From an optimization exercise on the open Yosys and OpenROAD flow, aimed at small area; shortcuts taken in it are not production practice.
In this exercise RTL edits were held to simulation tests only and were not proved equivalent to the original.
The clock cells of runs 2 to 8 come from the design's own scripts or RTL, not from TritonCTS.
The flow treats the clock pin as an ideal source. Dropping or thinning the clock tree relies on that and would not hold on a real chip.
Power is estimated from default activity; no workload was simulated.

==> flow/design.v <==
`timescale 1ns/1ps
module button_control(clk,rst,button,valid_vote);
input clk,rst,button;
output valid_vote;
localparam [3:0] S10A = 4'd10, S11A = 4'd11, S10B = 4'd14, S11B = 4'd15;
reg [3:0] c;
always@(posedge clk)begin
	if(rst) c<=4'd0;
	else if(button) begin
		if(c==S11A || c==S11B) c<=4'd0;
		else if(c==S10A || c==S10B) c<=S11A;
		else c<=c+4'd1;
	end
	else if(c==S10A) c<=S10B;
	else if(c==S11A) c<=S11B;
end
assign valid_vote = (c==S10B) | (c==S11A);
endmodule
module voting_machine(clk,rst,mode,button1,button2,button3,button4,led);
input clk,rst,mode,button1,button2,button3,button4;
output [7:0] led;
wire v1,v2,v3,v4;
button_control bc1(.clk(clk),.rst(rst),.button(button1),.valid_vote(v1));
button_control bc2(.clk(clk),.rst(rst),.button(button2),.valid_vote(v2));
button_control bc3(.clk(clk),.rst(rst),.button(button3),.valid_vote(v3));
button_control bc4(.clk(clk),.rst(rst),.button(button4),.valid_vote(v4));
wire any_v = v1|v2|v3|v4;
reg [7:0] n1,n2,n3,n4;
always@(posedge clk)begin
	if(rst) begin n1<=0; n2<=0; n3<=0; n4<=0; end
	else if(!mode) begin
		if(v1) n1<=n1+8'd1;
		else if(v2) n2<=n2+8'd1;
		else if(v3) n3<=n3+8'd1;
		else if(v4) n4<=n4+8'd1;
	end
end
reg [3:0] m;
always@(posedge clk)begin
	if(rst) m<=0;
	else if(any_v) m<=(m==4'd10) ? m : m+4'd1;
	else if(m!=0 && m!=4'd10) m<=m+4'd1;
	else m<=0;
end
reg [2:0] sel;
always@(posedge clk)begin
	if(rst) sel<=3'd0;
	else if(!mode) sel<={2'b00, m!=0};
	else if(v1) sel<=3'd4;
	else if(v2) sel<=3'd5;
	else if(v3) sel<=3'd6;
	else if(v4) sel<=3'd7;
end
reg [7:0] t;
always@(*)begin
	case(sel[1:0])
	2'd0: t=n1;
	2'd1: t=n2;
	2'd2: t=n3;
	default: t=n4;
	endcase
end
assign led = sel[2] ? t : {8{sel[0]}};
endmodule
==> flow/flow/run.sh <==
#!/bin/bash
# Own flow: the standard layout (standard.sh), with synthesis mapped by an
# area-oriented ABC script and without Yosys's half/full-adder extraction.
set -euo pipefail
W=$(pwd)
export MY_ABC_SCRIPT=$W/flow/area.abc
sed "s#SYNTH_SCRIPT=[^ ]*#SYNTH_SCRIPT=$W/flow/synth.tcl ADDER_MAP_FILE=#" standard.sh > my_standard.sh
grep -q "SYNTH_SCRIPT=$W/flow/synth.tcl" my_standard.sh
bash my_standard.sh finish > make_flow.log 2>&1
==> flow/flow/area.abc <==
strash
&get -n
&deepsyn -T 20
&dch -f
&nf -R 1000 -p
&put
==> flow/flow/synth.tcl <==
# The standard flow's synthesis script (synth_recipe.tcl) with only the ABC mapping script replaced
proc synth {args} { yosys synth -nofsm -noshare {*}$args }
proc abc {args} {
  set i [lsearch -exact $args -script]
  if { $i >= 0 && [info exists ::env(MY_ABC_SCRIPT)] } {
    lset args [expr {$i + 1}] $::env(MY_ABC_SCRIPT)
  }
  yosys abc {*}$args
}
source $::env(SCRIPTS_DIR)/synth.tcl
# left out here: clear keep_hierarchy, flatten, clean up, hide names made inside functions, write 1_2_yosys.v
==> flow/standard.sh <==
#!/bin/bash
# synth_recipe.tcl (not shown) runs the flow's synth.tcl, then flattens the netlist and writes it again
# the make line also repeats each setting of config.mk as NAME=value (left out here)
make -C /OpenROAD-flow-scripts/flow DESIGN_CONFIG=/design/flow/config.mk WORK_HOME=/design/flow/orfs CLKGATE_MAP_FILE= SYNTH_SCRIPT=/design/flow/synth_recipe.tcl "${@:-finish}"
==> flow/config.mk <==
export PLATFORM = sky130hd
export DESIGN_NAME = voting_machine
export DESIGN_NICKNAME = voting_machine
export VERILOG_FILES = /design/flow/design.v
export SDC_FILE = /design/flow/constraint.sdc
export NUM_CORES = 4
export LEC_CHECK = 0
export CAP_MARGIN = 20
export CORE_MARGIN = 2
export CORE_UTILIZATION = 40
export SLEW_MARGIN = 20
==> flow/constraint.sdc <==
create_clock -name core_clock -period 5.0 [get_ports {clk}]
set_input_delay 1.0000 -clock core_clock [delete_from_list [all_inputs] [get_ports {clk}]]
set_output_delay 1.0000 -clock core_clock [all_outputs]
set_load 0.01 [all_outputs]
==> impl_metrics.toml, run 1 <==
[status]
status = "timing/DRC/antenna clean"

[critical_path]
reg2reg_slack_ps = 2480
startpoint = "sel[2]"
critPathLaunchType = "flip-flop"
critical_path_class = "reg -> out"
r2r_end = "n4[7]"
critical_path_required_ps = 4000
path_max_fanout = 11
crit_path_end_kind = "output port"
reg2reg_from = "bc1.c[0]"
crit_path_end = "led[4]"
cp_data_arrival_time_ps = 2450
ff2ff_path_depth = 11

[timing]
slew_headroom = 0.3938
fin_crit_sh = 0.6904
setup_viol = 0
max_freq_mhz = 289.7
rsz0062_at_grt = "no"
fin_crit_ps = 3452
finalMaxSlewViolations = 0
fin_setup_tns_ps = 0
hold_viol = 0
fin_skew_ps = 7.949
tightest_slew_ps = 909.3
hold_slack_ps = 514.9

[cells_and_area]
num_antenna_cells = 0
nFillCells = 540
num-nets-final = 281
area_growth_syn_to_layout_pct = 13.90
instances_no_fill = 347
multi_input_area_um2 = 1131
drive_above_1_share = 0.02909
seq_area_um2 = 1101

[grt]
grt_usage = 0.1532
grt_max_degree = 53
antenna_found_initial = 0
grt-ovfl-total = 0
grt_pass1_wl_um = 7596
grt_pass1_vias = 1676

[detailed_routing]
num_vias = 1847
wl_met2_um = 1889
wl_met1_um = 2292
drtIter0Drc = 125
totalWireLength_um = 4365
drt-wirelength-per-cell_um = 12.58
drc = 0
final_antenna_net_count = 0
first_pass_iters = 4
dr.max_layer_used = "met4"
vias_per_cell = 5.323
wl_met3_um = 128

[clock_tree]
cts-hold-fix-buffers = 0
post_cts_buffers = 0
htreeDepth = 2
cts_resized = 0
cts_sinks = 55
cts.path.max_buffers = 2
cts_tree = "built"
cts_buffers = 5
clockRootBuffer = "clkbuf_8"
clk_latency_ps = 310
path_clk_slew_ps = 100

[floorplan]
fp.dieW_um = 78.70
die_h_um = 78.70
die-area_um2 = 6194
start_util = 0.4104
ios = 15
rows = 27
core_area_um2 = 5439

[synth]
syn_area_um2 = 2232
syn_nets = 260
ys_seq_area_frac = 0.4933
post_synth_num_cell_types = 22
synth_cells = 253
synth_seq_cells = 55
avgSynthCellArea_um2 = 8.823
yosysWarnings = 2

[power]
swShare = 0.2285
p_int_uw = 552.7
leakagePower_nw = 0.9529
comb_power_share = 0.035
power_switching_uw = 163.7
clockPowerShare = 0.338
p_total_uw = 716.4
p_seq_frac = 0.627
power_density_nw_per_um2 = 281.8
peakVddDrop_mv = 0.1283

[flow_run]
maxCapViolCount = 0

[placed_design]
gp_congestion = 0.7044
dp_hpwl_um = 3069
io_buffers = 14
dpl.cell_count = 339

[worst_hold_path]
timing.hold.worst.class = "reg -> reg"
hold_depth = 1
==> power groups by stage <==
| stage | combinational, mW | sequential (mW) | clock, mW |
|---|---|---|---|
| CTS | 0.0255 | 0.449 | 0.250 |
| floorplan | 0.0116 | 0.458 | 0 |
| detailed placement | 0.0253 | 0.460 | 0 |
| global route | 0.0290 | 0.451 | 0.264 |
| global placement | 0.0249 | 0.460 | 0 |
| finish | 0.0252 | 0.449 | 0.242 |
==> worst max-delay path: stages (launching register included) <==
cell and delay, ps:
dfxtp_1 520, nor2b_1 510, nand2_1 290, o22ai_1 260
a21oi_1 70, clkdlybuf4s50_1 480
==> cell usage in the layout (no fill, tap or decap), drive strengths merged <==
cell / netlist / final
clkbuf: 0 / 6
nand3: 15 / 15
xor2: 7 / 7
clkinvlp: 0 / 1
clkdlybuf4s50: 0 / 13
nor2: 22 / 22
a311o: 1 / 1
and3: 19 / 19
o31ai: 1 / 1
nand2: 7 / 7
o21a: 11 / 11
nor3: 27 / 27
nor2b: 2 / 2
nand4b: 1 / 1
o21bai: 3 / 3
dfxtp: 55 / 55
clkinv: 0 / 1
and2: 8 / 8
nor4: 1 / 1
nor3b: 6 / 6
a2111oi: 3 / 3
a41o: 1 / 1
xnor2: 2 / 2
o22ai: 8 / 8
a211oi: 7 / 7
buf: 0 / 1
a21oi: 46 / 46
==> sequential cells by signal, summed over array words and instances (netlist names) <==
signal	count
bc3.c	4
bc2.c	4
n3	8
m	4
n2	8
bc4.c	4
n4	8
sel	3
n1	8
bc1.c	4
==> final cells by class <==
type,instances,area share
clock buffer,6,0.02854
multi-input combinational,198,0.4449
sequential,55,0.4331
timing repair buffer,14,0.05315
clock inverter,2,0.004921
tap,72,0.03543
==> synthesized netlist by cell type <==
| cell type | instances | area share |
|---|---|---|
| nand4b_1 | 1 | 0.0039 |
| nor2b_1 | 2 | 0.0056 |
| a311o_1 | 1 | 0.0045 |
| a21oi_1 | 46 | 0.10 |
| nand2_1 | 7 | 0.012 |
| xor2_1 | 7 | 0.027 |
| xnor2_1 | 2 | 0.0078 |
| o21bai_1 | 3 | 0.010 |
| o31ai_1 | 1 | 0.0034 |
| nor2_1 | 22 | 0.037 |
| nor3b_1 | 6 | 0.020 |
| nand3_1 | 15 | 0.034 |
| a2111oi_0 | 3 | 0.012 |
| a211oi_1 | 7 | 0.024 |
| o21a_1 | 11 | 0.037 |
| nor4_1 | 1 | 0.0028 |
| dfxtp_1 | 55 | 0.49 |
| nor3_1 | 27 | 0.061 |
| and3_1 | 19 | 0.053 |
| o22ai_1 | 8 | 0.022 |
| and2_0 | 8 | 0.022 |
| a41o_1 | 1 | 0.0045 |
==> cell families (layout without fill, tap and decap cells) <==
logic type | Yosys count | count (layout) | share of synthesized area
simple gates | 108 | 108 | 0.2511
compound gates | 81 | 81 | 0.2203
flops | 55 | 55 | 0.4933
xor+xnor | 9 | 9 | 0.03532
buf+inv | 0 | 22 | 0
==> worst min path at each step <==
stage	startpoint	to	slack, ps
after floorplan	n3[6]	n3[6]	450
after global placement	bc4.c[2]	bc4.c[2]	480
after detailed placement	n3[6]	n3[6]	490
after CTS	n3[6]	n3[6]	510
after global routing	bc4.c[2]	bc4.c[2]	540
final	bc4.c[2]	bc4.c[2]	510
==> metrics by stage <==
stage / setup WS [ps] / cell area, µm² / utilization
global placement: 1760 / 2457 / 0.4518
floorplan: 2594 / 2232 / -
CTS: 1566 / 2542 / 0.4674
finish: 1548 / 2542 / 0.4674
detailed placement: 1733 / 2457 / 0.4518
global route: 1294 / 2542 / 0.4674
==> metal layers <==
metal / vias to the layer above / GRT usage
li1: 991 / -
met1: 837 / 0.2099
met2: 14 / 0.2359
met3: 5 / 0.03750
met4: 0 / 0.05263
met5: - / 0
==> run 2, diff against run 1 <==
==> flow/flow/run.sh (replaced) <==
#!/bin/bash
# Own flow: the standard layout (standard.sh) with
#  - synthesis mapped by an area-oriented ABC script (flow/area.abc) and
#    without Yosys's half/full-adder extraction,
#  - the smallest buffer on each port,
#  - a clock tree of a few clock buffers fed by the clock port (flow/cts.tcl).
set -euo pipefail
W=$(pwd)
export MY_ABC_SCRIPT=$W/flow/area.abc
sed "s#SYNTH_SCRIPT=[^ ]*#SYNTH_SCRIPT=$W/flow/synth.tcl ADDER_MAP_FILE=#" standard.sh > my_standard.sh
grep -q "SYNTH_SCRIPT=$W/flow/synth.tcl" my_standard.sh
bash my_standard.sh finish "BUFFER_PORTS_ARGS=-buffer_cell sky130_fd_sc_hd__buf_1" "PRE_CTS_TCL=$W/flow/cts.tcl" > make_flow.log 2>&1
==> flow/flow/cts.tcl (new file) <==
# Clock tree: the flip-flops are split into 4 groups by position (k-means),
# and each group gets one clock buffer driven from the clock port. The
# buffers are equal and equally loaded, so the registers' clock arrivals stay
# balanced. Replaces clock_tree_synthesis for this design.
proc clock_tree_synthesis {args} {
  set k 4
  set cell sky130_fd_sc_hd__clkbuf_8
  set block [ord::get_db_block]
  set dbu [$block getDbUnitsPerMicron]
  set pts {}
  foreach inst [$block getInsts] {
    if { [[$inst getMaster] isSequential] } {
      set bb [$inst getBBox]
      lappend pts [list $inst [expr {([$bb xMin] + [$bb xMax]) / 2.0}] \
        [expr {([$bb yMin] + [$bb yMax]) / 2.0}]]
    }
  }
  set pts [lsort -real -index 1 $pts]
  set n [llength $pts]
  # start from k groups of the flip-flops sorted by x
  set cs {}
  for {set i 0} {$i < $k} {incr i} {
    set p [lindex $pts [expr {int(($i + 0.5) * $n / $k)}]]
    lappend cs [list [lindex $p 1] [lindex $p 2]]
  }
  for {set it 0} {$it < 50} {incr it} {
    set sums {}
    for {set i 0} {$i < $k} {incr i} { lappend sums [list 0.0 0.0 0] }
    set asg {}
    foreach p $pts {
      set best 0
      set bd 1e30
      for {set i 0} {$i < $k} {incr i} {
        set c [lindex $cs $i]
        set d [expr {abs([lindex $p 1] - [lindex $c 0]) + abs([lindex $p 2] - [lindex $c 1])}]
        if { $d < $bd } { set bd $d; set best $i }
      }
      lappend asg $best
      set s [lindex $sums $best]
      lset sums $best [list [expr {[lindex $s 0] + [lindex $p 1]}] \
        [expr {[lindex $s 1] + [lindex $p 2]}] [expr {[lindex $s 2] + 1}]]
    }
    for {set i 0} {$i < $k} {incr i} {
      set s [lindex $sums $i]
      if { [lindex $s 2] > 0 } {
        lset cs $i [list [expr {[lindex $s 0] / [lindex $s 2]}] [expr {[lindex $s 1] / [lindex $s 2]}]]
      }
    }
  }
  foreach sp [get_pins -of_objects [get_nets clk]] {
    set it [sta::sta_to_db_pin $sp]
    if { $it != "NULL" && $it != "" } {
      set pinof([[$it getInst] getName]) $sp
    }
  }
  for {set i 0} {$i < $k} {incr i} {
    set pins {}
    foreach p $pts a $asg {
      if { $a == $i } {
        lappend pins $pinof([[lindex $p 0] getName])
      }
    }
    if { [llength $pins] == 0 } { continue }
    set c [lindex $cs $i]
    set x [expr {[lindex $c 0] / $dbu}]
    set y [expr {[lindex $c 1] / $dbu}]
    puts "clock buffer $i ($cell) at $x $y for [llength $pins] flip-flops"
    insert_buffer -buffer_cell $cell -net clk -load_pins $pins \
      -location [list $x $y] -buffer_name clkbuf_$i -net_name clknet_$i
  }
  set_propagated_clock [all_clocks]
}
--- a/flow/config.mk
+++ b/flow/config.mk
@@ -7,5 +7,5 @@
 export LEC_CHECK = 0
 export CAP_MARGIN = 20
 export CORE_MARGIN = 2
-export CORE_UTILIZATION = 40
+export CORE_UTILIZATION = 60
 export SLEW_MARGIN = 20
==> run 2 against run 1 <==
Critical path type unchanged. Highest routed layer unchanged. Sequential power about the same. Global-route usage rose by 6.1 points. Routed wire length shrank 2.1%. Hold slack got worse by 11 ps. Clock power fell by 24%.
==> impl_metrics.toml, run 2 <==
[cells_and_area]
num_antenna_cells = 0
num-nets-final = 281
layout_commonest_cell = "dfxtp_1"
drive_above_1_share = 0.01838
instances_no_fill = 320
fin_util = 0.6652
area_growth_syn_to_layout_pct = 7.576
final_area_um2 = 2399
final_cell_mix = "55 x dfxtp_1, 48 x a21oi_1, 28 x nor3_1, 23 x nor2_1, 17 x and3_1"

[synth]
post-synth-top-count-cell = "dfxtp_1"
synth_top_cell_by_area = "dfxtp_1"
yosysWarnings = 2
yosys-top-cells-area = "dfxtp_1 49%, a21oi_1 11%, nor3_1 6.3%"
synth_edf_count = 0
ys_top_cells_by_count = "55 x dfxtp_1, 48 x a21oi_1, 28 x nor3_1, 23 x nor2_1, 17 x and3_1"
synth_cells = 254
syn_area_um2 = 2230
ys_seq_area_frac = 0.4938
synthArstFlopShare = 0
netlist.area_leader.share = 0.4938
avgSynthCellArea_um2 = 8.778
synth_ff_type = "dfxtp_1"
post_synth_num_cell_types = 21
syn_nets = 261
synth_seq_cells = 55

[clock_tree]
cts-hold-fix-buffers = 0
cts_resized = 0
path_clk_slew_ps = 100
post_cts_buffers = 0
clk_latency_ps = 150

[timing]
setup_viol = 0
fin_crit_ps = 2913
finalMaxSlewViolations = 0
fin_crit_sh = 0.5826
hold_viol = 0
fin_setup_tns_ps = 0
fin_skew_ps = 15.06
tightest_slew_ps = 1029
slew_headroom = 0.3143
max_freq_mhz = 343.3
rsz0062_at_grt = "no"

[floorplan]
core_area_um2 = 3606
rows = 22
die-area_um2 = 4220
fp.dieW_um = 64.96
ios = 15
start_util = 0.6183
die_h_um = 64.96

[worst_hold_path]
whs_endpoint = "bc4.c[2]"
timing.hold.worst.class = "reg -> reg"
min_from = "bc4.c[2]"
hold_depth = 1

[critical_path]
critical_path_class = "reg -> out"
path_max_fanout = 11
r2r_end = "n4[7]"
reg2reg_from = "bc1.c[0]"
critical_path_required_ps = 4000
reg2reg_slack_ps = 2440
critPathLaunchType = "flip-flop"
ff2ff_path_depth = 11
cp_data_arrival_time_ps = 1910
crit_path_end_kind = "output port"

[placed_design]
gp_congestion = 0.7627
dpl.cell_count = 316
placed_cell_area_um2 = 2344
dp_hpwl_um = 3009
io_buffers = 14

[power]
power_density_nw_per_um2 = 277.3
p_total_uw = 665.2
peakVddDrop_mv = 0.1911
leakagePower_nw = 0.8812

[detailed_routing]
vias_per_cell = 5.819
final_antenna_net_count = 0
num_vias = 1862
drt-wirelength-per-cell_um = 13.36
drc = 0
drtIter0Drc = 120
first_pass_iters = 4
totalWireLength_um = 4274

[grt]
grt_pass1_wl_um = 7548
grt_pass1_vias = 1711
grt-ovfl-total = 0
antenna_found_initial = 0
grt_max_degree = 53
grt_usage = 0.2142

[status]
status = "timing/DRC/antenna clean"

[flow_run]
maxCapViolCount = 0
## run 2: worst max path at each step
stage | end | startpoint
after global routing | led[5] | sel[2]
after global placement | n4[7] | mode
after floorplan | n4[7] | mode
after CTS | led[0] | sel[2]
after detailed placement | n4[7] | mode
final | led[0] | sel[2]
## run 2: kinds of logic (layout without fill, tap and decap cells)
kind of cell           after synthesis  after routing  share of synthesized area
AO/OA/AOI/OAI                       83             83                     0.2262
XOR/XNOR                            10             10                    0.03928
buffers and inverters                0             18                          0
flip-flops                          55             55                     0.4938
AND/OR/NAND/NOR                    106            106                     0.2407
## run 2: worst max-delay path, cell delays in order (launching register included)
cell     delay [ps]
dfxtp_1         510
nor2b_1         500
nand2_1         300
o22ai_1         230
a21oi_1          80
buf_1           130
## run 2: per-stage QoR
stage / worst slack (ps) / hold slack (ps)
after floorplan: 2594 / 457.0
after global placement: 2147 / 478.9
after detailed placement: 2122 / 483.3
after CTS: 2109 / 506.3
after global routing: 1826 / 516.1
final: 2087 / 503.7
## run 2: final cells by class, without the clock buffers
| class | count | area, µm² |
|---|---|---|
| repair buffers | 14 | 53.80 |
| well taps | 48 | 60.06 |
| fillers | 322 | 1207 |
| flip-flops and latches | 55 | 1101 |
| multi-input cells | 199 | 1129 |
## run 2: power by group
part / internal [mW] / switching (mW)
clock: 0.0737 / 0.109
combinational: 0.0123 / 0.0189
sequential: 0.443 / 0.00784
## run 2: layer usage
metal,vias to the layer above,part of all wire,global-route usage
li1,987,-,-
met1,855,0.52,0.3062
met2,14,0.44,0.3634
met3,6,0.027,0.01910
met4,0,0.012,0.02394
met5,-,0,0
==> run 3, diff against run 2 <==
--- a/flow/flow/cts.tcl
+++ b/flow/flow/cts.tcl
@@ -1,9 +1,9 @@
-# Clock tree: the flip-flops are split into 4 groups by position (k-means),
+# Clock tree: the flip-flops are split into 3 groups by position (k-means),
 # and each group gets one clock buffer driven from the clock port. The
 # buffers are equal and equally loaded, so the registers' clock arrivals stay
 # balanced. Replaces clock_tree_synthesis for this design.
 proc clock_tree_synthesis {args} {
-  set k 4
+  set k 3
   set cell sky130_fd_sc_hd__clkbuf_8
   set block [ord::get_db_block]
   set dbu [$block getDbUnitsPerMicron]
==> run 3 against run 2 <==
Sequential share of layout area is 0.072 points higher. Sequential power is essentially flat. Critical endpoint is now led[6]. Maximum frequency increased by 0.53%. Largest cell class unchanged. Total power is 4.7% lower. Core utilization fell by 0.10 points. Critical path depth did not move. Routed wire length fell by 1.9%. Hold slack better by 3.7 ps. Still clean on timing, DRC and antenna. First-iteration DRC count down 17%. Clock skew decreased by 3.9 ps.
==> impl_metrics.toml, run 3 <==
[timing]
tightest_slew_ps = 524.0
max_freq_mhz = 345.1
slew_headroom = 0.6506
finalMaxSlewViolations = 0
rsz0062_at_grt = "no"
fin_crit_sh = 0.5795
fin_crit_ps = 2898
fin_skew_ps = 11.16
setup_viol = 0
fin_setup_tns_ps = 0
hold_viol = 0

[detailed_routing]
totalWireLength_um = 4192
dr.max_layer_used = "met4"
drc = 0
wl_met3_um = 201
first_pass_iters = 4
num_vias = 1910
wl_met1_um = 2143
drtIter0Drc = 100
final_antenna_net_count = 0
vias_per_cell = 5.987
wl_met2_um = 1826
drt-wirelength-per-cell_um = 13.14

[cells_and_area]
num-nets-final = 280
drive_above_1_share = 0.01845
area_growth_syn_to_layout_pct = 7.287
num_antenna_cells = 0
fin_util = 0.6641
final_cell_mix = "55 x dfxtp_1, 46 x a21oi_1, 27 x nor3_1, 22 x nor2_1, 19 x and3_1"
layout_commonest_cell = "dfxtp_1"

[synth]
synth_seq_cells = 55
synth_ff_type = "dfxtp_1"
syn_nets = 260
yosys-top-cells-area = "dfxtp_1 49%, a21oi_1 10%, nor3_1 6.1%"
ys_top_cells_by_count = "55 x dfxtp_1, 46 x a21oi_1, 27 x nor3_1, 22 x nor2_1, 19 x and3_1"
synth_edf_count = 0
synth_top_cell_by_area = "dfxtp_1"
ys_seq_area_frac = 0.4933
syn_area_um2 = 2232
post-synth-top-count-cell = "dfxtp_1"
yosysWarnings = 2
netlist.area_leader.share = 0.4933
synthArstFlopShare = 0
avgSynthCellArea_um2 = 8.823
synth_cells = 253
post_synth_num_cell_types = 22

[clock_tree]
cts_resized = 0
clk_latency_ps = 160
cts-hold-fix-buffers = 0
path_clk_slew_ps = 110
post_cts_buffers = 0

[power]
power_density_nw_per_um2 = 264.7
peakVddDrop_mv = 0.2798
leakagePower_nw = 0.9069

[grt]
antenna_found_initial = 0
grt-ovfl-total = 0
grt_usage = 0.2098
grt_max_degree = 53
grt_pass1_vias = 1657
grt_pass1_wl_um = 7320

[critical_path]
cp_data_arrival_time_ps = 1900
max_stage_delay_ps = 520
crit_path_end_kind = "output port"
path_cells = "nor2b_1 > nand2_1 > o22ai_1 > a21oi_1 > buf_1"
startpoint = "sel[2]"
path_max_fanout = 11
critical_path_class = "reg -> out"
critical_path_required_ps = 4000
ff2ff_path_depth = 11
critPathTopFamily = "simple AND/OR/NAND/NOR gates"
reg2reg_slack_ps = 2480
cp_slowest_cell = "dfxtp_1"
reg2reg_from = "bc4.c[0]"
path_buf_inv = 1
critPathLaunchType = "flip-flop"
r2r_end = "n4[7]"

[placed_design]
gp_congestion = 0.7623
dp_hpwl_um = 3013
io_buffers = 14

[floorplan]
die-area_um2 = 4224
ios = 15
die_h_um = 65.00
core_area_um2 = 3606
rows = 22
fp.dieW_um = 65.00
start_util = 0.6190

[worst_hold_path]
min_from = "bc4.c[2]"
timing.hold.worst.class = "reg -> reg"
hold_depth = 1
whs_endpoint = "bc4.c[2]"

[flow_run]
maxCapViolCount = 0

[status]
status = "timing/DRC/antenna clean"
==> run 3: per-stage QoR <==
stage                     total power [mW]  hold WS (ps)  worst slack (ps)  instances  area [µm²]
after floorplan                     0.4698         454.7              2594        253        2232
after global placement              0.4822         482.4              2190        316        2354
after detailed placement            0.4827         492.7              2158        316        2354
after CTS                           0.6373         515.9              2101        319        2395
after global routing                0.6597         541.9              1852        319        2395
final                               0.6338         507.4              2102        319        2395
==> run 3: metal layers <==
metal | vias to the layer above | global-route usage
li1 | 990 | -
met1 | 878 | 0.3175
met2 | 38 | 0.3428
met5 | - | 0
met4 | 0 | 0.01330
met3 | 4 | 0.01563
==> run 3: worst max path at each step <==
stage	slack, ps	to	cells after the start
3_3_place_gp	2190	n4[7]	9
4_1_cts	2100	led[4]	5
6_report	2100	led[6]	5
2_1_floorplan	2590	n4[7]	8
3_5_place_dp	2160	n4[7]	9
5_1_grt	1850	led[6]	5
==> run 3: cell families after synthesis <==
logic type                after synthesis  share of synthesized area
and+or+nand+nor                       108                     0.2511
AOI/OAI and AO/OA                      81                     0.2203
DFF                                    55                     0.4933
xor gates and xnor gates                9                    0.03532
==> run 3: layout make-up, without the clock buffers <==
type                            count  area, µm²
Fill cell                         325       1211
Sequential cell                    55       1101
Tap cell                           48      60.06
Multi-Input combinational cell    198       1131
Timing Repair Buffer               15      61.31
==> run 3: where the power goes <==
part	total, mW	internal, mW	switching (mW)
Sequential	0.450	0.443	0.00646
Clock	0.161	0.0559	0.105
Combinational	0.0231	0.00930	0.0138
==> run 4, diff against run 3 <==
==> flow/flow/run.sh (replaced) <==
#!/bin/bash
# Own flow: the standard layout (standard.sh) with
#  - synthesis mapped by area-oriented ABC scripts (flow/area*.abc, the
#    smallest result kept; see flow/synth.tcl) and without Yosys's
#    half/full-adder extraction,
#  - the smallest buffer on each port,
#  - a clock tree of four clock buffers fed by the clock port (flow/cts.tcl).
# Each tool's output is in make_flow.log and orfs/logs/.
set -euo pipefail
W=$(pwd)
export MY_ABC_SCRIPTS="$(ls $W/flow/area*.abc | tr '\n' ' ')"
sed "s#SYNTH_SCRIPT=[^ ]*#SYNTH_SCRIPT=$W/flow/synth.tcl ADDER_MAP_FILE=#" standard.sh > my_standard.sh
grep -q "SYNTH_SCRIPT=$W/flow/synth.tcl" my_standard.sh
bash my_standard.sh finish "BUFFER_PORTS_ARGS=-buffer_cell sky130_fd_sc_hd__buf_1" "PRE_CTS_TCL=$W/flow/cts.tcl" > make_flow.log 2>&1
==> flow/flow/area1.abc (new file) <==
strash
&get -n
&deepsyn -T 20 -S 1
&dch -f
&nf -R 1000 -p
&put
==> flow/flow/area10.abc (new file) <==
strash
&get -n
&deepsyn -T 20 -S 10
&dch -f
&nf -R 1000 -p
&put
==> flow/flow/area11.abc (new file) <==
strash
&get -n
&deepsyn -T 20 -S 11
&dch -f
&nf -R 1000 -p
&put
==> flow/flow/area12.abc (new file) <==
strash
&get -n
&deepsyn -T 20 -S 12
&dch -f
&nf -R 1000 -p
&put
==> flow/flow/area2.abc (new file) <==
strash
&get -n
&deepsyn -T 20 -S 2
&dch -f
&nf -R 1000 -p
&put
==> flow/flow/area3.abc (new file) <==
strash
&get -n
&deepsyn -T 20 -S 3
&dch -f
&nf -R 1000 -p
&put
==> flow/flow/area4.abc (new file) <==
strash
&get -n
&deepsyn -T 20 -S 4
&dch -f
&nf -R 1000 -p
&put
==> flow/flow/area5.abc (new file) <==
strash
&get -n
&deepsyn -T 20 -S 5
&dch -f
&nf -R 1000 -p
&put
==> flow/flow/area6.abc (new file) <==
strash
&get -n
&deepsyn -T 20 -S 6
&dch -f
&nf -R 1000 -p
&put
==> flow/flow/area7.abc (new file) <==
strash
&get -n
&deepsyn -T 20 -S 7
&dch -f
&nf -R 1000 -p
&put
==> flow/flow/area8.abc (new file) <==
strash
&get -n
&deepsyn -T 20 -S 8
&dch -f
&nf -R 1000 -p
&put
==> flow/flow/area9.abc (new file) <==
strash
&get -n
&deepsyn -T 20 -S 9
&dch -f
&nf -R 1000 -p
&put
--- a/flow/flow/cts.tcl
+++ b/flow/flow/cts.tcl
@@ -1,9 +1,9 @@
-# Clock tree: the flip-flops are split into 3 groups by position (k-means),
+# Clock tree: the flip-flops are split into 4 groups by position (k-means),
 # and each group gets one clock buffer driven from the clock port. The
 # buffers are equal and equally loaded, so the registers' clock arrivals stay
 # balanced. Replaces clock_tree_synthesis for this design.
 proc clock_tree_synthesis {args} {
-  set k 3
+  set k 4
   set cell sky130_fd_sc_hd__clkbuf_8
   set block [ord::get_db_block]
   set dbu [$block getDbUnitsPerMicron]
==> flow/flow/synth.tcl (replaced) <==
# The standard flow's synthesis script (synth_recipe.tcl), except that the ABC mapping is
# run with each of the area scripts flow/area*.abc and the smallest result kept.
proc synth {args} { yosys synth -nofsm -noshare {*}$args }
proc abc {args} {
  set i [lsearch -exact $args -script]
  set l [lsearch -exact $args -liberty]
  if { $i < 0 || $l < 0 || ![info exists ::env(MY_ABC_SCRIPTS)] } {
    yosys abc {*}$args
    return
  }
  set lib [lindex $args [expr {$l + 1}]]
  yosys design -save pre_abc
  set best 1e30
  foreach script $::env(MY_ABC_SCRIPTS) {
    yosys design -load pre_abc
    lset args [expr {$i + 1}] $script
    yosys abc {*}$args
    set s [tee -q -s result.string stat -liberty $lib]
    if { [regexp {Chip area for (?:module|top module)[^:]*:\s+([0-9.]+)} $s -> a] } {
      puts "ABC script $script: area $a"
      if { $a < $best } {
        set best $a
        yosys design -save best_abc
      }
    }
  }
  yosys design -load best_abc
  puts "ABC: kept area $best"
}
source $::env(SCRIPTS_DIR)/synth.tcl
# left out here: clear keep_hierarchy, flatten, clean up, hide names made inside functions, write 1_2_yosys.v
removed: flow/flow/area.abc
==> run 4 against run 3 <==
Routed wire length down 6.6%. Hold slack got worse by 11 ps. Register-to-register slack gained 50 ps. Worst setup slack better by 310 ps. Area after synthesis decreased by 1.5%. Largest power group unchanged. Maximum frequency grew 12%. Via count shrank 6.1%. Flip-flop and latch count did not move. Total power rose by 2.4%. Critical path type unchanged. Largest cell class is now registers. Combinational power down 6%. First-iteration DRC count down 10%.
==> impl_metrics.toml, run 4 <==
[floorplan]
fp.dieW_um = 64.53
core_area_um2 = 3416
die-area_um2 = 4164
rows = 21
start_util = 0.6436
die_h_um = 64.53
ios = 15

[synth]
post_synth_num_cell_types = 27
synthArstFlopShare = 0
synth_seq_cells = 55
ys_top_cells_by_count = "55 x dfxtp_1, 33 x a21oi_1, 21 x nor2_1, 21 x o21ai_0, 19 x and3_1"
ys_seq_area_frac = 0.5009
yosys-top-cells-area = "dfxtp_1 50%, a21oi_1 7.5%, and3_1 5.4%"
netlist.area_leader.share = 0.5009
yosysWarnings = 2
synth_top_cell_by_area = "dfxtp_1"
synth_edf_count = 0
syn_nets = 251
post-synth-top-count-cell = "dfxtp_1"
synth_cells = 244
syn_area_um2 = 2198
synth_ff_type = "dfxtp_1"
avgSynthCellArea_um2 = 9.010

[timing]
fin_crit_ps = 2588
fin_setup_tns_ps = 0
tightest_slew_ps = 554.0
slew_headroom = 0.6284
hold_slack_ps = 496.4
fin_skew_ps = 14.49
rsz0062_at_grt = "no"
hold_viol = 0
setup_viol = 0
finalMaxSlewViolations = 0
max_freq_mhz = 386.4
finalWorstSetupSlack_ps = 2412
fin_crit_sh = 0.5176

[flow_run]
maxCapViolCount = 0

[placed_design]
dp_hpwl_um = 2742
post-place-ws_ps = 2331
gp_congestion = 0.7902
dpl.cell_count = 305
io_buffers = 14
placed_cell_area_um2 = 2316

[worst_hold_path]
hold_depth = 1
timing.hold.worst.class = "reg -> reg"

[critical_path]
crit_path_end_kind = "output port"
path_max_fanout = 9
critPathLaunchType = "flip-flop"
critical_path_required_ps = 4000
critical_path_class = "reg -> out"
cp_data_arrival_time_ps = 1590
ff2ff_path_depth = 11

[cells_and_area]
area_growth_syn_to_layout_pct = 7.854
final_cell_mix = "55 x dfxtp_1, 33 x a21oi_1, 21 x nor2_1, 21 x o21ai_0, 19 x and3_1"
num-nets-final = 272
fin_util = 0.6941
drive_above_1_share = 0.01901
multi_input_area_um2 = 1094
seq_area_um2 = 1101
final_area_um2 = 2371
nFillCells = 288
layout_commonest_cell = "dfxtp_1"
num_antenna_cells = 0
instances_no_fill = 309

[grt]
grt_pass1_wl_um = 7141
grt-ovfl-total = 0
grt_pass1_vias = 1635
antenna_found_initial = 0
grt_max_degree = 32
grt_usage = 0.2017

[clock_tree]
path_clk_slew_ps = 90
clk_latency_ps = 150
cts-hold-fix-buffers = 0
cts_resized = 0
post_cts_buffers = 0

[detailed_routing]
wl_met1_um = 2165
drc = 0
drt-wirelength-per-cell_um = 12.67
wl_met3_um = 60
totalWireLength_um = 3916
dr.max_layer_used = "met4"
vias_per_cell = 5.803
drtIter0Drc = 90
wl_met2_um = 1607
final_antenna_net_count = 0
num_vias = 1793
first_pass_iters = 4

[status]
status = "timing/DRC/antenna clean"

[power]
leakagePower_nw = 0.9468
power_density_nw_per_um2 = 273.6
p_total_uw = 648.7
peakVddDrop_mv = 0.1827
==> run 4: changes by cell type in the layout (fill, tap and decap cells not counted), moves of 6 or more <==
cell      before  now
a21oi_1       46   33
a22oi_1        0    8
nand3_1       15    6
nor3_1        27   16
o21a_1        11    5
o21ai_0        0   21
o221ai_1       0    8
o22ai_1        8    0
==> run 4: layout make-up, without the clock buffers <==
cell class,instances,area share
inverter,1,0.001583
multi-input combinational,188,0.4612
timing repair buffer,15,0.02533
sequential,55,0.4644
tap,46,0.02427
==> run 4: cell families after synthesis <==
group	count (synthesis)	synth area share
compound gates	91	0.2601
simple gates	89	0.2055
flops	55	0.5009
xor+xnor	8	0.03187
buf+inv	1	0.001706
==> run 4: path summary, 6_finish.rpt <==
kind	startpoint	endpoint	slack, ps
setup / recovery	sel[1]	led[1]	2410
hold reg to reg	n4[7]	n4[7]	500
hold / removal	n4[7]	n4[7]	500
setup reg to reg	bc1.c[0]	n4[7]	2530
==> run 4: critical path, cell delays in order (launching register included) <==
cell,delay [ps]
dfxtp_1,330
nand2b_1,270
nor2_1,430
a22oi_1,140
nand2_1,120
buf_1,150
==> run 4: per-layer routing <==
metal	vias to the layer above	track usage
met1	809	0.2956
met5	-	0
met4	0	0.03723
met2	11	0.3320
met3	6	0.01389
li1	967	-
==> run 4: where the power goes <==
group	switching (mW)	internal (mW)	total, mW
logic	0.0134	0.00841	0.0218
clock network	0.104	0.0735	0.178
registers	0.00640	0.443	0.449
total	0.124	0.525	0.649
==> run 5, diff against run 4 <==
--- a/flow/flow/cts.tcl
+++ b/flow/flow/cts.tcl
@@ -1,10 +1,12 @@
-# Clock tree: the flip-flops are split into 4 groups by position (k-means),
+# Clock tree: the flip-flops are split into 4 equal groups by position
+# (k-means with balanced group sizes),
 # and each group gets one clock buffer driven from the clock port. The
 # buffers are equal and equally loaded, so the registers' clock arrivals stay
 # balanced. Replaces clock_tree_synthesis for this design.
 proc clock_tree_synthesis {args} {
   set k 4
-  set cell sky130_fd_sc_hd__clkbuf_8
+  set cell sky130_fd_sc_hd__clkbuf_4
+  set bufs {}
   set block [ord::get_db_block]
   set dbu [$block getDbUnitsPerMicron]
   set pts {}
@@ -26,18 +28,29 @@
   for {set it 0} {$it < 50} {incr it} {
     set sums {}
     for {set i 0} {$i < $k} {incr i} { lappend sums [list 0.0 0.0 0] }
-    set asg {}
+    # balanced assignment: nearest centre first, at most ceil(n/k) per centre
+    set cap [expr {($n + $k - 1) / $k}]
+    set cand {}
+    set j 0
     foreach p $pts {
-      set best 0
-      set bd 1e30
       for {set i 0} {$i < $k} {incr i} {
         set c [lindex $cs $i]
-        set d [expr {abs([lindex $p 1] - [lindex $c 0]) + abs([lindex $p 2] - [lindex $c 1])}]
-        if { $d < $bd } { set bd $d; set best $i }
+        lappend cand [list [expr {abs([lindex $p 1] - [lindex $c 0]) + abs([lindex $p 2] - [lindex $c 1])}] $j $i]
       }
-      lappend asg $best
-      set s [lindex $sums $best]
-      lset sums $best [list [expr {[lindex $s 0] + [lindex $p 1]}] \
+      incr j
+    }
+    set asg [lrepeat $n -1]
+    set cnt [lrepeat $k 0]
+    foreach e [lsort -real -index 0 $cand] {
+      lassign $e d j i
+      if { [lindex $asg $j] < 0 && [lindex $cnt $i] < $cap } {
+        lset asg $j $i
+        lset cnt $i [expr {[lindex $cnt $i] + 1}]
+      }
+    }
+    foreach p $pts a $asg {
+      set s [lindex $sums $a]
+      lset sums $a [list [expr {[lindex $s 0] + [lindex $p 1]}] \
         [expr {[lindex $s 1] + [lindex $p 2]}] [expr {[lindex $s 2] + 1}]]
     }
     for {set i 0} {$i < $k} {incr i} {
@@ -65,8 +78,25 @@
     set x [expr {[lindex $c 0] / $dbu}]
     set y [expr {[lindex $c 1] / $dbu}]
     puts "clock buffer $i ($cell) at $x $y for [llength $pins] flip-flops"
-    insert_buffer -buffer_cell $cell -net clk -load_pins $pins \
-      -location [list $x $y] -buffer_name clkbuf_$i -net_name clknet_$i
+    lappend bufs [insert_buffer -buffer_cell $cell -net clk -load_pins $pins \
+      -location [list $x $y] -buffer_name clkbuf_$i -net_name clknet_$i]
   }
   set_propagated_clock [all_clocks]
+  # a buffer whose flip-flops would see a slow clock edge is made stronger
+  estimate_parasitics -placement
+  foreach b $bufs {
+    set net [get_nets -of_objects [get_pins [get_full_name $b]/X]]
+    set mx 0.0
+    foreach p [get_pins -of_objects $net] {
+      if { [get_property $p direction] == "input" } {
+        set s [get_property $p slew_max]
+        if { $s > $mx } { set mx $s }
+      }
+    }
+    puts "clock buffer [get_full_name $b]: largest clock pin slew $mx ns"
+    if { $mx > 0.115 } {
+      puts "  replaced by sky130_fd_sc_hd__clkbuf_8"
+      replace_cell $b sky130_fd_sc_hd__clkbuf_8
+    }
+  }
 }
--- a/flow/config.mk
+++ b/flow/config.mk
@@ -7,5 +7,5 @@
 export LEC_CHECK = 0
 export CAP_MARGIN = 20
 export CORE_MARGIN = 2
-export CORE_UTILIZATION = 60
+export CORE_UTILIZATION = 80
 export SLEW_MARGIN = 20
==> run 5 against run 4 <==
Global-route usage grew 8.6 points. Hold slack got worse by 33 ps. Via count increased by 6.0%. Register-to-register slack got worse by 130 ps. Area after synthesis stayed put. Design area down 0.79%. Largest power group unchanged.
==> impl_metrics.toml, run 5 <==
[clock_tree]
cts_resized = 0
post_cts_buffers = 0
clk_latency_ps = 150
cts-hold-fix-buffers = 0
path_clk_slew_ps = 90

[detailed_routing]
vias_per_cell = 6.463
drt-wirelength-per-cell_um = 14.88
first_pass_iters = 4
num_vias = 1900
wl_met1_um = 1964
dr.max_layer_used = "met4"
wl_met2_um = 2222
totalWireLength_um = 4375
final_antenna_net_count = 0
drc = 0
wl_met3_um = 143
drtIter0Drc = 104

[critical_path]
critPathLaunchType = "flip-flop"
cp_data_arrival_time_ps = 1680
path_max_fanout = 9
critical_path_class = "reg -> out"
crit_path_end_kind = "output port"
critical_path_required_ps = 4000

[floorplan]
start_util = 0.8184
die-area_um2 = 3183
core_area_um2 = 2686
ios = 15
rows = 19
fp.dieW_um = 56.42
die_h_um = 56.42

[synth]
ys_top_cells_by_count = "55 x dfxtp_1, 33 x a21oi_1, 21 x nor2_1, 21 x o21ai_0, 19 x and3_1"
synth_edf_count = 0
synth_seq_cells = 55
avgSynthCellArea_um2 = 9.010
yosysWarnings = 2
post-synth-top-count-cell = "dfxtp_1"
post_synth_num_cell_types = 27
ys_seq_area_frac = 0.5009
synth_ff_type = "dfxtp_1"
syn_area_um2 = 2198
syn_nets = 251
yosys-top-cells-area = "dfxtp_1 50%, a21oi_1 7.5%, and3_1 5.4%"
synth_top_cell_by_area = "dfxtp_1"
synthArstFlopShare = 0
synth_cells = 244
netlist.area_leader.share = 0.5009

[cells_and_area]
layout_commonest_cell = "dfxtp_1"
num_antenna_cells = 0
num-nets-final = 272
area_growth_syn_to_layout_pct = 7.001
fin_util = 0.8756
final_cell_mix = "55 x dfxtp_1, 33 x a21oi_1, 21 x nor2_1, 21 x o21ai_0, 19 x and3_1"
drive_above_1_share = 0.01901

[grt]
antenna_found_initial = 0
grt_pass1_wl_um = 7734
grt_pass1_vias = 1899
grt_usage = 0.2875
grt-ovfl-total = 0
grt_max_degree = 32

[timing]
fin_setup_tns_ps = 0
fin_crit_ps = 2682
fin_crit_sh = 0.5364
slew_headroom = 0.5823
max_freq_mhz = 372.9
setup_viol = 0
hold_slack_ps = 463.4
tightest_slew_ps = 618.5
fin_skew_ps = 4.987
rsz0062_at_grt = "no"
hold_viol = 0
finalMaxSlewViolations = 0

[power]
leakagePower_nw = 0.9468
peakVddDrop_mv = 0.2551
power_density_nw_per_um2 = 277.4

[status]
status = "timing/DRC/antenna clean"

[flow_run]
maxCapViolCount = 0

[worst_hold_path]
timing.hold.worst.class = "reg -> reg"

[placed_design]
gp_congestion = 0.7885
dp_hpwl_um = 2986
io_buffers = 14
[run 5: cell counts after synthesis]
No cell type changed its count.
[run 5: worst paths after layout]
kind / from / endpoint / slack (ps) / depth (start not counted)
worst max-delay path: sel[1] / led[1] / 2320 / 5
worst min register to register: n4[7] / n4[7] / 460 / 1
worst min-delay path: n4[7] / n4[7] / 460 / 1
worst max register to register: bc1.c[2] / n3[7] / 2400 / 11
[run 5: power by group]
part           switching [mW]  internal (mW)  total [mW]
combinational          0.0133        0.00841      0.0217
sequential            0.00663          0.443       0.450
clock                   0.108         0.0736       0.181
[run 5: kinds of logic after synthesis]
group,after synthesis,synth area share
xor gates and xnor gates,8,0.03187
DFF,55,0.5009
and+or+nand+nor,89,0.2055
AOI/OAI and AO/OA,91,0.2601
buffers and inverters,1,0.001706
[run 5: layer usage]
metal  GRT usage  up-vias
li1            -      960
met1      0.3552      895
met2      0.5465       39
met3     0.01843        6
met4     0.05442        0
met5           0        -
[run 5: cell type report, without the clock buffers]
cell class | instances | area [µm²]
Fill cell | 151 | 334.1
Tap cell | 31 | 38.79
Sequential cell | 55 | 1101
Multi-Input combinational cell | 188 | 1094
Inverter | 1 | 3.754
Timing Repair Buffer | 15 | 60.06
[run 5: metrics by stage]
step	setup WS (ps)	cell area, µm²	cells	total power [mW]
after CTS	2364	2352	294	0.6513
final	2318	2352	294	0.6525
after global routing	2172	2352	294	0.6694
after floorplan	2667	2198	244	0.4698
after detailed placement	2291	2297	290	0.4813
after global placement	2406	2297	290	0.4801
[run 5: critical path, stage by stage, from the launching register on]
cell and delay (ps):
dfxtp_1 330, nand2b_1 300, nor2_1 490, a22oi_1 150
nand2_1 100, buf_1 150
==> run 6, diff against run 5 <==
--- a/flow/config.mk
+++ b/flow/config.mk
@@ -7,5 +7,5 @@
 export LEC_CHECK = 0
 export CAP_MARGIN = 20
 export CORE_MARGIN = 2
-export CORE_UTILIZATION = 80
+export CORE_UTILIZATION = 60
 export SLEW_MARGIN = 20
==> run 6 against run 5 <==
Still clean on timing, DRC and antenna. Total power about the same. Clock power about the same. Die area increased by 31%. Area after synthesis unchanged. Via count decreased by 4.9%. Maximum frequency increased by 3.8%. Global-route usage decreased by 8.5 points. Routed wire length decreased by 9.1%. Critical endpoint unchanged.
==> impl_metrics.toml, run 6 <==
[status]
status = "timing/DRC/antenna clean"

[cells_and_area]
nFillCells = 289
area_growth_syn_to_layout_pct = 7.854
multi_input_area_um2 = 1094
layout_commonest_cell = "dfxtp_1"
final_area_um2 = 2371
num-nets-final = 272
drive_above_1_share = 0.01901
num_antenna_cells = 0
instances_no_fill = 309
final_cell_mix = "55 x dfxtp_1, 33 x a21oi_1, 21 x nor2_1, 21 x o21ai_0, 19 x and3_1"
seq_area_um2 = 1101

[grt]
grt_pass1_vias = 1648
grt_max_degree = 32
grt_pass1_wl_um = 7155
grt_usage = 0.2025
antenna_found_initial = 0
grt-ovfl-total = 0

[timing]
rsz0062_at_grt = "no"
slew_headroom = 0.6221
fin_setup_tns_ps = 0
finalWorstSetupSlack_ps = 2417
hold_viol = 0
fin_skew_ps = 9.971
fin_crit_sh = 0.5166
setup_viol = 0
max_freq_mhz = 387.1
fin_crit_ps = 2583
tightest_slew_ps = 563.4
finalMaxSlewViolations = 0

[floorplan]
rows = 21
start_util = 0.6436
die-area_um2 = 4164
core_area_um2 = 3416
fp.dieW_um = 64.53
die_h_um = 64.53
ios = 15

[detailed_routing]
drc = 0
drt-wirelength-per-cell_um = 12.87
num_vias = 1806
drtIter0Drc = 107
final_antenna_net_count = 0
totalWireLength_um = 3977
vias_per_cell = 5.845
first_pass_iters = 4

[synth]
post-synth-top-count-cell = "dfxtp_1"
synth_cells = 244
synth_ff_type = "dfxtp_1"
netlist.area_leader.share = 0.5009
yosys-top-cells-area = "dfxtp_1 50%, a21oi_1 7.5%, and3_1 5.4%"
post_synth_num_cell_types = 27
syn_nets = 251
avgSynthCellArea_um2 = 9.010
syn_area_um2 = 2198
ys_seq_area_frac = 0.5009
synth_seq_cells = 55
synth_top_cell_by_area = "dfxtp_1"
synth_edf_count = 0
ys_top_cells_by_count = "55 x dfxtp_1, 33 x a21oi_1, 21 x nor2_1, 21 x o21ai_0, 19 x and3_1"
yosysWarnings = 2
synthArstFlopShare = 0

[placed_design]
gp_congestion = 0.7902
dp_hpwl_um = 2742
dpl.cell_count = 305
placed_cell_area_um2 = 2316
post-place-ws_ps = 2331
io_buffers = 14

[critical_path]
cp_data_arrival_time_ps = 1580
critPathLaunchType = "flip-flop"
critical_path_class = "reg -> out"
path_cells = "nand2b_1 > nor2_1 > a22oi_1 > nand2_1 > buf_1"
cp_slowest_cell = "nor2_1"
critical_path_required_ps = 4000
max_stage_delay_ps = 430
crit_path_end_kind = "output port"
path_max_fanout = 9

[clock_tree]
cts-hold-fix-buffers = 0
cts_resized = 0
clk_latency_ps = 150
post_cts_buffers = 0
path_clk_slew_ps = 80

[worst_hold_path]
timing.hold.worst.class = "reg -> reg"

[power]
p_total_uw = 652.5
power_density_nw_per_um2 = 275.2
leakagePower_nw = 0.9468
peakVddDrop_mv = 0.1827

[flow_run]
maxCapViolCount = 0
==> run 6: logic make-up (layout without fill, tap and decap cells) <==
logic type / after synthesis / in the layout / synth area share
buffers and inverters: 1 / 20 / 0.001706
xor gates and xnor gates: 8 / 8 / 0.03187
and+or+nand+nor: 89 / 89 / 0.2055
DFF: 55 / 55 / 0.5009
AOI/OAI and AO/OA: 91 / 91 / 0.2601
==> run 6: area by class of cell, without the clock buffers <==
class                      instances  area share
multi-input combinational        188      0.4612
tap                               46     0.02427
inverter                           1    0.001583
sequential                        55      0.4644
timing repair buffer              15     0.02533
==> run 6: final timing paths <==
| path | startpoint | end | slack, ps | depth (start not counted) |
|---|---|---|---|---|
| setup / recovery | sel[1] | led[1] | 2420 | 5 |
| hold / removal | sel[2] | sel[2] | 500 | 1 |
| setup reg to reg | bc1.c[0] | n4[7] | 2490 | 11 |
| hold reg to reg | sel[2] | sel[2] | 500 | 1 |
==> run 6: layer usage <==
metal | part of all wire | vias up | GRT usage
met5 | 0 | - | 0
met4 | 0.014 | 0 | 0.03191
met3 | 0.023 | 5 | 0.01389
met2 | 0.43 | 15 | 0.3424
met1 | 0.54 | 819 | 0.2911
li1 | - | 967 | -
==> run 6: per-stage QoR <==
stage,util,hold WS [ps]
floorplan,-,426.1
global placement,0.6780,462.1
detailed placement,0.6780,475.8
CTS,0.6941,492.2
global route,0.6941,511.3
finish,0.6941,497.7
==> run 6: critical path, delay by kind of cell, from the launching register on <==
family,cells,cell delay (ps)
compound gates,1,130
buf+inv,1,150
flops,1,330
simple gates,3,830
==> run 6: report_power, final <==
group | switching (mW) | internal, mW
Clock | 0.108 | 0.0736
Combinational | 0.0134 | 0.00841
Sequential | 0.00637 | 0.443
==> run 7, diff against run 6 <==
--- a/flow/flow/run.sh
+++ b/flow/flow/run.sh
@@ -4,7 +4,7 @@
 #    smallest result kept; see flow/synth.tcl) and without Yosys's
 #    half/full-adder extraction,
 #  - the smallest buffer on each port,
-#  - a clock tree of four clock buffers fed by the clock port (flow/cts.tcl).
+#  - a clock tree of three clock buffers fed by the clock port (flow/cts.tcl).
 # Each tool's output is in make_flow.log and orfs/logs/.
 set -euo pipefail
 W=$(pwd)
--- a/flow/flow/cts.tcl
+++ b/flow/flow/cts.tcl
@@ -1,11 +1,11 @@
-# Clock tree: the flip-flops are split into 4 equal groups by position
+# Clock tree: the flip-flops are split into 3 equal groups by position
 # (k-means with balanced group sizes),
 # and each group gets one clock buffer driven from the clock port. The
 # buffers are equal and equally loaded, so the registers' clock arrivals stay
 # balanced. Replaces clock_tree_synthesis for this design.
 proc clock_tree_synthesis {args} {
-  set k 4
-  set cell sky130_fd_sc_hd__clkbuf_4
+  set k 3
+  set cell sky130_fd_sc_hd__clkbuf_8
   set bufs {}
   set block [ord::get_db_block]
   set dbu [$block getDbUnitsPerMicron]
@@ -95,8 +95,8 @@
     }
     puts "clock buffer [get_full_name $b]: largest clock pin slew $mx ns"
     if { $mx > 0.115 } {
-      puts "  replaced by sky130_fd_sc_hd__clkbuf_8"
-      replace_cell $b sky130_fd_sc_hd__clkbuf_8
+      puts "  replaced by sky130_fd_sc_hd__clkbuf_16"
+      replace_cell $b sky130_fd_sc_hd__clkbuf_16
     }
   }
 }
==> run 7 against run 6 <==
Still clean on timing, DRC and antenna. Cell count decreased by 0.32%. Routed wire length decreased by 2.0%. Global-route usage decreased by 0.19 points. Hold slack about the same. Sequential power about the same. Maximum frequency decreased by 1.0%. Highest routed layer unchanged.
==> impl_metrics.toml, run 7 <==
[status]
status = "timing/DRC/antenna clean"

[floorplan]
fp.dieW_um = 64.53
die_h_um = 64.53
start_util = 0.6436
ios = 15
core_area_um2 = 3416
die-area_um2 = 4164
rows = 21

[placed_design]
gp_congestion = 0.7902
io_buffers = 14
post-place-ws_ps = 2331
dp_hpwl_um = 2742
placed_cell_area_um2 = 2316
dpl.cell_count = 305

[clock_tree]
cts-hold-fix-buffers = 0
path_clk_slew_ps = 110
cts_resized = 0
post_cts_buffers = 0
clk_latency_ps = 160

[critical_path]
cp_slowest_cell = "nor2_1"
path_max_fanout = 9
critical_path_required_ps = 4000
path_buf_inv = 1
crit_path_end_kind = "output port"
path_cells = "nand2b_1 > nor2_1 > a22oi_1 > nand2_1 > buf_1"
max_stage_delay_ps = 420
critPathTopFamily = "simple AND/OR/NAND/NOR gates"
critPathLaunchType = "flip-flop"
critical_path_class = "reg -> out"
cp_data_arrival_time_ps = 1610

[cells_and_area]
instances_no_fill = 308
num_antenna_cells = 0
multi_input_area_um2 = 1094
nFillCells = 286
layout_commonest_cell = "dfxtp_1"
final_area_um2 = 2357
final_cell_mix = "55 x dfxtp_1, 33 x a21oi_1, 21 x nor2_1, 21 x o21ai_0, 19 x and3_1"
num-nets-final = 271
drive_above_1_share = 0.01527
seq_area_um2 = 1101
fin_util = 0.6901
area_growth_syn_to_layout_pct = 7.228

[timing]
finalWorstSetupSlack_ps = 2390
finalMaxSlewViolations = 0
fin_setup_tns_ps = 0
fin_skew_ps = 6.411
slew_headroom = 0.6320
hold_viol = 0
tightest_slew_ps = 548.6
hold_slack_ps = 498.0
fin_crit_sh = 0.5220
max_freq_mhz = 383.1
setup_viol = 0
rsz0062_at_grt = "no"
fin_crit_ps = 2610

[detailed_routing]
vias_per_cell = 5.896
first_pass_iters = 4
final_antenna_net_count = 0
drt-wirelength-per-cell_um = 12.65
num_vias = 1816
totalWireLength_um = 3897
drc = 0
drtIter0Drc = 110

[grt]
grt_max_degree = 32
grt_pass1_vias = 1622
grt-ovfl-total = 0
grt_usage = 0.2006
antenna_found_initial = 0
grt_pass1_wl_um = 7120

[synth]
synth_seq_cells = 55
yosysWarnings = 2
netlist.area_leader.share = 0.5009
syn_area_um2 = 2198
avgSynthCellArea_um2 = 9.010
ys_top_cells_by_count = "55 x dfxtp_1, 33 x a21oi_1, 21 x nor2_1, 21 x o21ai_0, 19 x and3_1"
synth_top_cell_by_area = "dfxtp_1"
ys_seq_area_frac = 0.5009
synth_edf_count = 0
synth_ff_type = "dfxtp_1"
yosys-top-cells-area = "dfxtp_1 50%, a21oi_1 7.5%, and3_1 5.4%"
post-synth-top-count-cell = "dfxtp_1"
synthArstFlopShare = 0
syn_nets = 251
synth_cells = 244
post_synth_num_cell_types = 27

[power]
peakVddDrop_mv = 0.2039
power_density_nw_per_um2 = 267.7
p_total_uw = 630.9
leakagePower_nw = 0.9397

[worst_hold_path]
timing.hold.worst.class = "reg -> reg"

[flow_run]
maxCapViolCount = 0
[run 7: power breakdown]
part | switching (mW) | internal [mW] | total, mW
logic | 0.0133 | 0.00841 | 0.0217
registers | 0.00638 | 0.443 | 0.450
clock network | 0.104 | 0.0559 | 0.160
[run 7: metal layers]
metal	part of all wire	GRT usage	vias to the layer above
li1	-	-	968
met1	0.54	0.3000	825
met2	0.42	0.3294	18
met3	0.026	0.01389	5
met4	0.013	0.02394	0
met5	0	0	-
[run 7: logic make-up after synthesis]
| logic type | after synthesis | share of synthesized area |
|---|---|---|
| flip-flops | 55 | 0.5009 |
| AND/OR/NAND/NOR | 89 | 0.2055 |
| buffers and inverters | 1 | 0.001706 |
| AO/OA/AOI/OAI | 91 | 0.2601 |
| XOR/XNOR | 8 | 0.03187 |
[run 7: path summary, 6_finish.rpt]
kind / startpoint / end / slack [ps] / cells past startpoint
max: sel[1] / led[1] / 2390 / 5
min: n4[7] / n4[7] / 500 / 1
max reg2reg: bc1.c[0] / n4[7] / 2510 / 11
min reg2reg: n4[7] / n4[7] / 500 / 1
[run 7: area by class of cell, without the clock buffers]
cell class              count  area share
flip-flops and latches     55      0.4671
multi-input cells         188      0.4639
repair buffers             15     0.02548
well taps                  46     0.02442
inverters                   1    0.001592
==> run 8, diff against run 7 <==
==> flow/flow/area_b2.abc (new file) <==
strash
&get -n
&deepsyn -T 20 -S 2
&put
dc2
&get -n
&dch -f
&nf -R 1000 -p
&put
==> flow/flow/area_b3.abc (new file) <==
strash
&get -n
&deepsyn -T 20 -S 3
&put
dc2
&get -n
&dch -f
&nf -R 1000 -p
&put
==> flow/flow/area_c2.abc (new file) <==
strash
&get -n
&deepsyn -T 20 -S 2
&dch
&nf -R 1000 -p
&put
==> flow/flow/area_c3.abc (new file) <==
strash
&get -n
&deepsyn -T 20 -S 3
&dch
&nf -R 1000 -p
&put
==> run 8 against run 7 <==
Still clean. Area after synthesis did not move. Register-to-register slack barely moved. Clock power barely moved. Design area did not move. Hold slack did not move. Critical path type unchanged. Largest power group unchanged. Highest routed layer unchanged.
==> impl_metrics.toml, run 8 <==
[timing]
fin_crit_ps = 2610
fin_skew_ps = 6.411
finalMaxSlewViolations = 0
rsz0062_at_grt = "no"
tightest_slew_ps = 548.6
slew_headroom = 0.6320
setup_viol = 0
fin_setup_tns_ps = 0
hold_viol = 0
max_freq_mhz = 383.1
fin_crit_sh = 0.5220

[grt]
grt_pass1_wl_um = 7120
grt_pass1_vias = 1622
grt_usage = 0.2006
grt_max_degree = 32
grt-ovfl-total = 0
antenna_found_initial = 0

[critical_path]
ff2ff_path_depth = 11
critical_path_required_ps = 4000
path_max_fanout = 9
critPathLaunchType = "flip-flop"
crit_path_end_kind = "output port"
critical_path_class = "reg -> out"
cp_data_arrival_time_ps = 1610

[synth]
synth_cells = 244
synthArstFlopShare = 0
netlist.area_leader.share = 0.5009
synth_seq_cells = 55
post_synth_num_cell_types = 27
synth_edf_count = 0
synth_top_cell_by_area = "dfxtp_1"
syn_nets = 251
post-synth-top-count-cell = "dfxtp_1"
yosysWarnings = 2
yosys-top-cells-area = "dfxtp_1 50%, a21oi_1 7.5%, and3_1 5.4%"
ys_top_cells_by_count = "55 x dfxtp_1, 33 x a21oi_1, 21 x nor2_1, 21 x o21ai_0, 19 x and3_1"
syn_area_um2 = 2198
synth_ff_type = "dfxtp_1"
avgSynthCellArea_um2 = 9.010
ys_seq_area_frac = 0.5009

[cells_and_area]
drive_above_1_share = 0.01527
final_cell_mix = "55 x dfxtp_1, 33 x a21oi_1, 21 x nor2_1, 21 x o21ai_0, 19 x and3_1"
multi_input_area_um2 = 1094
num-nets-final = 271
layout_commonest_cell = "dfxtp_1"
seq_area_um2 = 1101
nFillCells = 286
num_antenna_cells = 0
area_growth_syn_to_layout_pct = 7.228
fin_util = 0.6901

[placed_design]
gp_congestion = 0.7902
dp_hpwl_um = 2742
io_buffers = 14

[worst_hold_path]
timing.hold.worst.class = "reg -> reg"
hold_depth = 1

[floorplan]
fp.dieW_um = 64.53
start_util = 0.6436
core_area_um2 = 3416
ios = 15
rows = 21
die-area_um2 = 4164
die_h_um = 64.53

[clock_tree]
cts_resized = 0
clk_latency_ps = 160
path_clk_slew_ps = 110
post_cts_buffers = 0
cts-hold-fix-buffers = 0

[detailed_routing]
final_antenna_net_count = 0
drc = 0
vias_per_cell = 5.896
first_pass_iters = 4
drtIter0Drc = 110
num_vias = 1816
totalWireLength_um = 3897
drt-wirelength-per-cell_um = 12.65

[status]
status = "timing/DRC/antenna clean"

[flow_run]
maxCapViolCount = 0

[power]
peakVddDrop_mv = 0.2039
power_density_nw_per_um2 = 267.7
leakagePower_nw = 0.9397
p_total_uw = 630.9
[run 8: worst max-delay path, cell delays in order (launching register included)]
cell and delay (ps):
dfxtp_1 340, nand2b_1 270, nor2_1 420, a22oi_1 130, nand2_1 120, buf_1 150
[run 8: cells by family after synthesis]
group | count (synthesis) | synth area share
compound gates | 91 | 0.2601
flops | 55 | 0.5009
simple gates | 89 | 0.2055
xor+xnor | 8 | 0.03187
buf+inv | 1 | 0.001706
[run 8: final cells by class, without the clock buffers]
cell class	count	share of cell area
inverters	1	0.001592
multi-input cells	188	0.4639
flip-flops and latches	55	0.4671
well taps	46	0.02442
repair buffers	15	0.02548
[run 8: final timing paths]
path                 start      to  slack [ps]
setup / recovery    sel[1]  led[1]        2390
hold / removal       n4[7]   n4[7]         500
setup reg to reg  bc1.c[0]   n4[7]        2510
hold reg to reg      n4[7]   n4[7]         500
[run 8: stage by stage]
stage	cell area [µm²]	instances	setup WS (ps)	hold slack, ps
finish	2357	308	2390	498.0
global route	2357	308	2198	515.6
CTS	2357	308	2379	493.4
detailed placement	2316	305	2331	475.8
global placement	2316	305	2385	462.1
floorplan	2198	244	2667	426.1
[run 8: where the power goes]
part | leakage [nW] | internal, mW | switching [mW] | total [mW]
registers | 0.445 | 0.443 | 0.00638 | 0.450
clock network | 0.0216 | 0.0559 | 0.104 | 0.160
logic | 0.473 | 0.00841 | 0.0133 | 0.0217
total | 0.940 | 0.507 | 0.123 | 0.631
[run 8: per-layer routing]
metal | routed length, µm | track usage | up-vias
met2 | 1626 | 0.3294 | 18
met3 | 102 | 0.01389 | 5
met5 | 0 | 0 | -
met4 | 50 | 0.02394 | 0
met1 | 2118 | 0.3000 | 825
li1 | - | - | 968

static timing again, ports no longer ideal:
No port has a modelled driver above. Below, the same layouts with a new extraction and two added sets of constraints. Step 1, drivers: a clkbuf_16 drives clk and a buf_2 each remaining input, both assumed. Step 2 also shifts input and output timing later by t, the mid clock arrival at the registers, as if the neighbouring blocks saw the same clock. Three values: ideal ports, drivers, drivers and shift; two values: the first two.
run | shift t [ns] | slack for setup (ns) | worst setup path after step 2 | clock arrival spread, ns | worst register clock-pin slew, ns
run 1 | 0.335 | 1.548 / 1.523 / 1.735 | input to register | 0.008 / 0.009 | 0.10 / 0.10
run 2 | 0.200 | 2.087 / 2.033 / 2.076 | input to register | 0.016 / 0.016 | 0.10 / 0.10
run 3 | 0.203 | 2.102 / 2.059 / 2.147 | input to register | 0.011 / 0.012 | 0.11 / 0.11
run 4 | 0.195 | 2.412 / 2.357 / 2.311 | input to register | 0.014 / 0.015 | 0.09 / 0.09
run 5 | 0.194 | 2.318 / 2.268 / 2.269 | input to register | 0.005 / 0.004 | 0.09 / 0.09
run 6 | 0.197 | 2.417 / 2.364 / 2.299 | input to register | 0.010 / 0.010 | 0.09 / 0.09
run 7 | 0.204 | 2.390 / 2.345 / 2.319 | input to register | 0.007 / 0.007 | 0.11 / 0.11
run 8 | 0.204 | 2.390 / 2.345 / 2.319 | input to register | 0.007 / 0.007 | 0.11 / 0.11
After both steps setup and hold are still met in every run listed. For run 6, which loses most, drivers alone change the setup slack by -0.053 ns; drivers and shift together by -0.118 ns.
